Source: an optimization exercise on an open RTL-to-GDS flow (aim: small area, a short achievable clock period and few clock cycles per item). Production flows keep margins and buffers that such runs may drop.
Only simulation tests tie the RTL to the original design; equivalence was not proved.

## run A
// average
module average #(
    parameter int NOF_BITS = 32
) (
    input  logic                clk,
    input  logic                rst_n,
    input  logic                start,
    input  logic                data_first,
    input  logic                data_last,
    input  logic [NOF_BITS-1:0] data_in,
    output logic [NOF_BITS:0]   data_out,
    output logic                busy,
    output logic                TO,
    output logic                done
);
For scale: about 1500 cells after synthesis, ~140 flip-flops, roughly 73 I/O pins, about 9500 um^2 of cells after synthesis.
clock: 6.0 ns
lec_check: 0
abc_area: 1
cap_margin: 20
core_margin: 2
core_utilization: 40
cts_buf_list: sky130_fd_sc_hd__clkbuf_8
setup_slack_margin: 3.0
slew_margin: 20
standard.sh (not shown) runs the stock make flow with config.mk's settings and CLKGATE_MAP_FILE= SYNTH_SCRIPT=/design/flow/synth_recipe.tcl, a recipe that flattens the netlist after the stock synthesis.
==> flow/flow/run.sh <==
#!/bin/bash
# The standard layout, except that the port buffers are the smallest
# plain buffer (buf_1) rather than the delay buffer buffer_ports picks by
# default; the resizer still upsizes any of them that timing needs.
set -euo pipefail
export BUFFER_PORTS_ARGS="-buffer_cell sky130_fd_sc_hd__buf_1"
bash standard.sh > standard_flow.log 2>&1
No stage failed in run A, and the final checks on the layout all came back clean.
Testbench counts of run A, summed over its fixed seeds: cycles 72,898, items 1,600.
The following lists how run B was set up differently from run A:
==> flow/run.sh (new file) <==
#!/bin/bash
# synth_recipe.tcl (not shown) runs the flow's synth.tcl, then flattens the netlist and writes it again
# the make line also repeats each setting of config.mk as NAME=value (left out here)
make -C /OpenROAD-flow-scripts/flow DESIGN_CONFIG=/design/flow/config.mk WORK_HOME=/design/flow/orfs CLKGATE_MAP_FILE= SYNTH_SCRIPT=/design/flow/synth_recipe.tcl finish
diff --git a/flow/config.mk b/flow/config.mk
--- a/flow/config.mk
+++ b/flow/config.mk
@@ -6,5 +6,4 @@
 export NUM_CORES = 4
 export LEC_CHECK = 0
-export ABC_AREA = 1
 export CAP_MARGIN = 20
 export CORE_MARGIN = 2
removed: flow/flow/run.sh
removed: flow/standard.sh
Findings:
- Looking at the reports, run B completed the entire flow and the layout it produced met the timing, DRC and antenna checks.
- Run A → run B: initial core utilization now sits at about the same level, number of flip-flops and latches now sits at about the same level, delay contributed by the slowest stage of the critical path now sits lower.
Modified inputs, run C compared to run B
==> flow/flow/run.sh (new file) <==
#!/bin/bash
# The standard layout, except that the port buffers are the smallest
# plain buffer (buf_1) rather than the delay buffer buffer_ports picks by
# default; the resizer still upsizes any of them that timing needs.
set -euo pipefail
export BUFFER_PORTS_ARGS="-buffer_cell sky130_fd_sc_hd__buf_1"
bash standard.sh > standard_flow.log 2>&1
==> flow/standard.sh (new file) <==
#!/bin/bash
# synth_recipe.tcl (not shown) runs the flow's synth.tcl, then flattens the netlist and writes it again
# the make line also repeats each setting of config.mk as NAME=value (left out here)
make -C /OpenROAD-flow-scripts/flow DESIGN_CONFIG=/design/flow/config.mk WORK_HOME=/design/flow/orfs CLKGATE_MAP_FILE= SYNTH_SCRIPT=/design/flow/synth_recipe.tcl "${@:-finish}"
diff --git a/flow/config.mk b/flow/config.mk
--- a/flow/config.mk
+++ b/flow/config.mk
@@ -10,4 +10,5 @@
 export CORE_UTILIZATION = 40
 export CTS_BUF_LIST = sky130_fd_sc_hd__clkbuf_8
-export SETUP_SLACK_MARGIN = 3.0
+export PLACE_DENSITY = 0.75
+export SETUP_SLACK_MARGIN = 3.2
 export SLEW_MARGIN = 20
removed: flow/run.sh
==> comparison <==
- Run C completed; timing, DRC and antenna clean
- Pin count of the biggest net entering global routing (run C / run B): 1.5
- [compare] base=run B new=run C: transition time at the pin with the least slew margin shrank by 0.015 ns, count of placed standard cells including taps held steady, post-layout worst setup margin grew by 0.15 ns, number of DRC markers after the initial detailed-route iteration grew by 308, proportion of cell area occupied by multi-input gates grew by 2.9 points.
- [run C vs run B] buffer count excluding the clock tree in the final layout: higher in run C
- Compared to run B, run C has portion of the clock cycle consumed by the worst path in the final layout 2.5 points lower.

---

Setup of try-violet:
Starting RTL as in the previous note.
clock: 6.0 ns
lec_check: 0
cap_margin: 20
core_margin: 2
core_utilization: 40
cts_buf_list: sky130_fd_sc_hd__clkbuf_8
setup_slack_margin: 3.3
slew_margin: 20
==> flow/flow/run.sh <==
#!/bin/bash
# The standard layout, except that the port buffers are the smallest
# plain buffer (buf_1) rather than the delay buffer buffer_ports picks by
# default; the resizer still upsizes any of them that timing needs.
set -euo pipefail
export BUFFER_PORTS_ARGS="-buffer_cell sky130_fd_sc_hd__buf_1"
bash standard.sh > standard_flow.log 2>&1
Testbench counts of try-violet, summed over its fixed seeds: cycles 72,898, items 1,600.
Modified inputs, try-fjord compared to try-violet
- CORE_UTILIZATION now 60, was 40
- SETUP_SLACK_MARGIN now 3.0, was 3.3
Results
In the route summary, try-fjord ends up with a via count below that of try-violet. Comparing try-fjord and try-violet, aggregate routed wire length is higher on try-violet.
Changes in try-nickel relative to try-fjord:
- swapping 3.0 for 3.3 in SETUP_SLACK_MARGIN
- clearing CTS_BUF_LIST, which used to be sky130_fd_sc_hd__clkbuf_8
- swapping 60 for 40 in CORE_UTILIZATION
==> flow/run.sh (new file) <==
#!/bin/bash
# synth_recipe.tcl (not shown) runs the flow's synth.tcl, then flattens the netlist and writes it again
# the make line also repeats each setting of config.mk as NAME=value (left out here)
make -C /OpenROAD-flow-scripts/flow DESIGN_CONFIG=/design/flow/config.mk WORK_HOME=/design/flow/orfs CLKGATE_MAP_FILE= SYNTH_SCRIPT=/design/flow/synth_recipe.tcl finish
removed: flow/flow/run.sh
removed: flow/standard.sh
[summary]
- Comparing try-fjord and try-nickel, the higher arrival time at the worst endpoint is on try-fjord.
- Relative to try-fjord, try-nickel degrades worst hold slack after final layout.
- For final cell count, dividing the value from try-fjord by the value from try-nickel gives 0.924.
Edits applied to the flow inputs when going from try-nickel to try-quartz:
- CTS_BUF_LIST now sky130_fd_sc_hd__clkbuf_8, previously not set
- SETUP_SLACK_MARGIN now 3.0, was 3.3
==> flow/flow/run.sh (new file) <==
#!/bin/bash
# The standard layout, except that the port buffers are the smallest
# plain buffer (buf_1) rather than the delay buffer buffer_ports picks by
# default; the resizer still upsizes any of them that timing needs.
set -euo pipefail
export BUFFER_PORTS_ARGS="-buffer_cell sky130_fd_sc_hd__buf_1"
bash standard.sh > standard_flow.log 2>&1
==> flow/standard.sh (new file) <==
#!/bin/bash
# synth_recipe.tcl (not shown) runs the flow's synth.tcl, then flattens the netlist and writes it again
# the make line also repeats each setting of config.mk as NAME=value (left out here)
make -C /OpenROAD-flow-scripts/flow DESIGN_CONFIG=/design/flow/config.mk WORK_HOME=/design/flow/orfs CLKGATE_MAP_FILE= SYNTH_SCRIPT=/design/flow/synth_recipe.tcl "${@:-finish}"
removed: flow/run.sh
==> comparison <==
Count of clock-buffer cells in the layout, try-quartz and try-nickel: lower on try-quartz
try-quartz: share of final layout cell area taken by clock buffers and inverters lower than try-nickel
Compared with try-nickel, try-quartz shows a slew at the pin closest to its max-slew limit that is 0.052 ns higher.
Compared with try-nickel, in try-quartz number of placed cells counting well taps held; final instance area dropped 11%.
The routing usage on met3 of try-quartz is lower than that of try-nickel.
try-quartz vs try-nickel: instance count on the critical path down

---

raven:
Another version of the RTL of average (not shown whole).
Size in the first run: about 1000 cells after synthesis, ~73 I/O pins, ~8600 µm² of cells after synthesis.
Design average, start of the top module:
module average #(
    parameter int NOF_BITS = 32
) (
    input  logic                clk,
    input  logic                rst_n,
    input  logic                start,
    input  logic                data_first,
    input  logic                data_last,
    input  logic [NOF_BITS-1:0] data_in,
    output logic [NOF_BITS:0]   data_out,
    output logic                busy,
    output logic                TO,
    output logic                done
);
export LEC_CHECK = 0
export CAP_MARGIN = 20
export CORE_MARGIN = 2
export CORE_UTILIZATION = 40
export CTS_BUF_LIST = sky130_fd_sc_hd__clkbuf_8
export GPL_ROUTABILITY_DRIVEN = 0
export SETUP_SLACK_MARGIN = 3.0
export SLEW_MARGIN = 20
create_clock -name core_clock -period 6.0 [get_ports {clk}]
==> flow/flow/run.sh <==
#!/bin/bash
# The standard layout, except that the port buffers are the smallest
# plain buffer (buf_1) rather than the delay buffer buffer_ports picks by
# default; the resizer still upsizes any of them that timing needs.
set -euo pipefail
export BUFFER_PORTS_ARGS="-buffer_cell sky130_fd_sc_hd__buf_1"
bash standard.sh > standard_flow.log 2>&1
Testbench counts of raven, summed over its fixed seeds: cycles 66,598, items 1,600.
--- input diff raven..sierra ---
diff --git a/flow/config.mk b/flow/config.mk
--- a/flow/config.mk
+++ b/flow/config.mk
@@ -10,5 +10,4 @@
 export CORE_UTILIZATION = 40
 export CTS_BUF_LIST = sky130_fd_sc_hd__clkbuf_8
-export GPL_ROUTABILITY_DRIVEN = 0
-export SETUP_SLACK_MARGIN = 3.0
+export SETUP_SLACK_MARGIN = 3.2
 export SLEW_MARGIN = 20
Findings:
Result: PASS for each of sierra and raven. sierra vs raven: count of non-CTS inverters in the layout up. Delta (sierra minus raven): routing usage on met1 has increased, clock-pin slew on the worst setup and hold paths roughly the same.
Changes in amber relative to sierra:
diff --git a/flow/config.mk b/flow/config.mk
--- a/flow/config.mk
+++ b/flow/config.mk
@@ -10,4 +10,4 @@
 export CORE_UTILIZATION = 40
 export CTS_BUF_LIST = sky130_fd_sc_hd__clkbuf_8
-export SETUP_SLACK_MARGIN = 3.2
+export SETUP_SLACK_MARGIN = 3.0
 export SLEW_MARGIN = 20
[summary]
The higher data arrival time of the critical path of sierra and amber is in amber. Run comparison: sierra end of the critical path y[23]; amber end of the critical path x[25]. Comparing sierra and amber, worst-case hold slack is higher on sierra.
Modified inputs, maple compared to amber
diff --git a/flow/config.mk b/flow/config.mk
--- a/flow/config.mk
+++ b/flow/config.mk
@@ -8,5 +8,5 @@
 export CAP_MARGIN = 20
 export CORE_MARGIN = 2
-export CORE_UTILIZATION = 40
+export CORE_UTILIZATION = 45
 export CTS_BUF_LIST = sky130_fd_sc_hd__clkbuf_8
 export SETUP_SLACK_MARGIN = 3.0
Results
- In terms of setup TNS, amber and maple differ only marginally.
- Looking at via density per instance, maple sits above amber.
- Final critical-path setup slack for maple is lower than for amber.
- Changes observed in maple relative to amber: final area went down by about 1.8%; cell count dropped 48.

port drivers added, routing unchanged:
No port has a modelled driver above. Below, the same layouts with a new extraction and two added sets of constraints. Step 1: set_driving_cell puts a clkbuf_16 on clk and a buf_2 on each other input, an assumption about the parent block. Step 2, shift: input delay + t, output delay - t, t = (earliest + latest rising clock arrival at the registers) / 2. This alone moves slack from input paths to output paths. Slacks: ideal / step 1 / step 2; pairs: ideal / step 1.
| run | t, ns | setup WS [ns] | worst setup path at the end | worst register clock-pin slew, ns | worst data-port slew with drivers (ns) |
|---|---|---|---|---|---|
| run A | 0.496 | 3.196 / 3.196 / 3.196 | register to register | 0.09 / 0.09 | 0.04 |
| run B | 0.506 | 3.047 / 3.047 / 3.047 | register to register | 0.09 / 0.09 | 0.05 |
| run C | 0.491 | 3.195 / 3.195 / 3.195 | register to register | 0.09 / 0.09 | 0.04 |
| try-violet | 0.500 | 3.278 / 3.278 / 3.278 | register to register | 0.08 / 0.08 | 0.05 |
| try-fjord | 0.493 | 3.088 / 3.088 / 3.088 | register to register | 0.09 / 0.09 | 0.03 |
| try-nickel | 0.469 | 3.248 / 3.248 / 3.248 | register to register | 0.07 / 0.07 | 0.05 |
| try-quartz | 0.498 | 3.090 / 3.090 / 3.090 | register to register | 0.08 / 0.08 | 0.05 |
| raven | 0.483 | 3.088 / 3.088 / 3.088 | register to register | 0.09 / 0.09 | 0.04 |
| sierra | 0.488 | 3.078 / 3.078 / 3.078 | register to register | 0.09 / 0.09 | 0.04 |
| amber | 0.483 | 3.088 / 3.088 / 3.088 | register to register | 0.09 / 0.09 | 0.04 |
| maple | 0.493 | 3.045 / 3.045 / 3.045 | register to register | 0.08 / 0.08 | 0.03 |
After both steps every run listed still meets setup and hold.
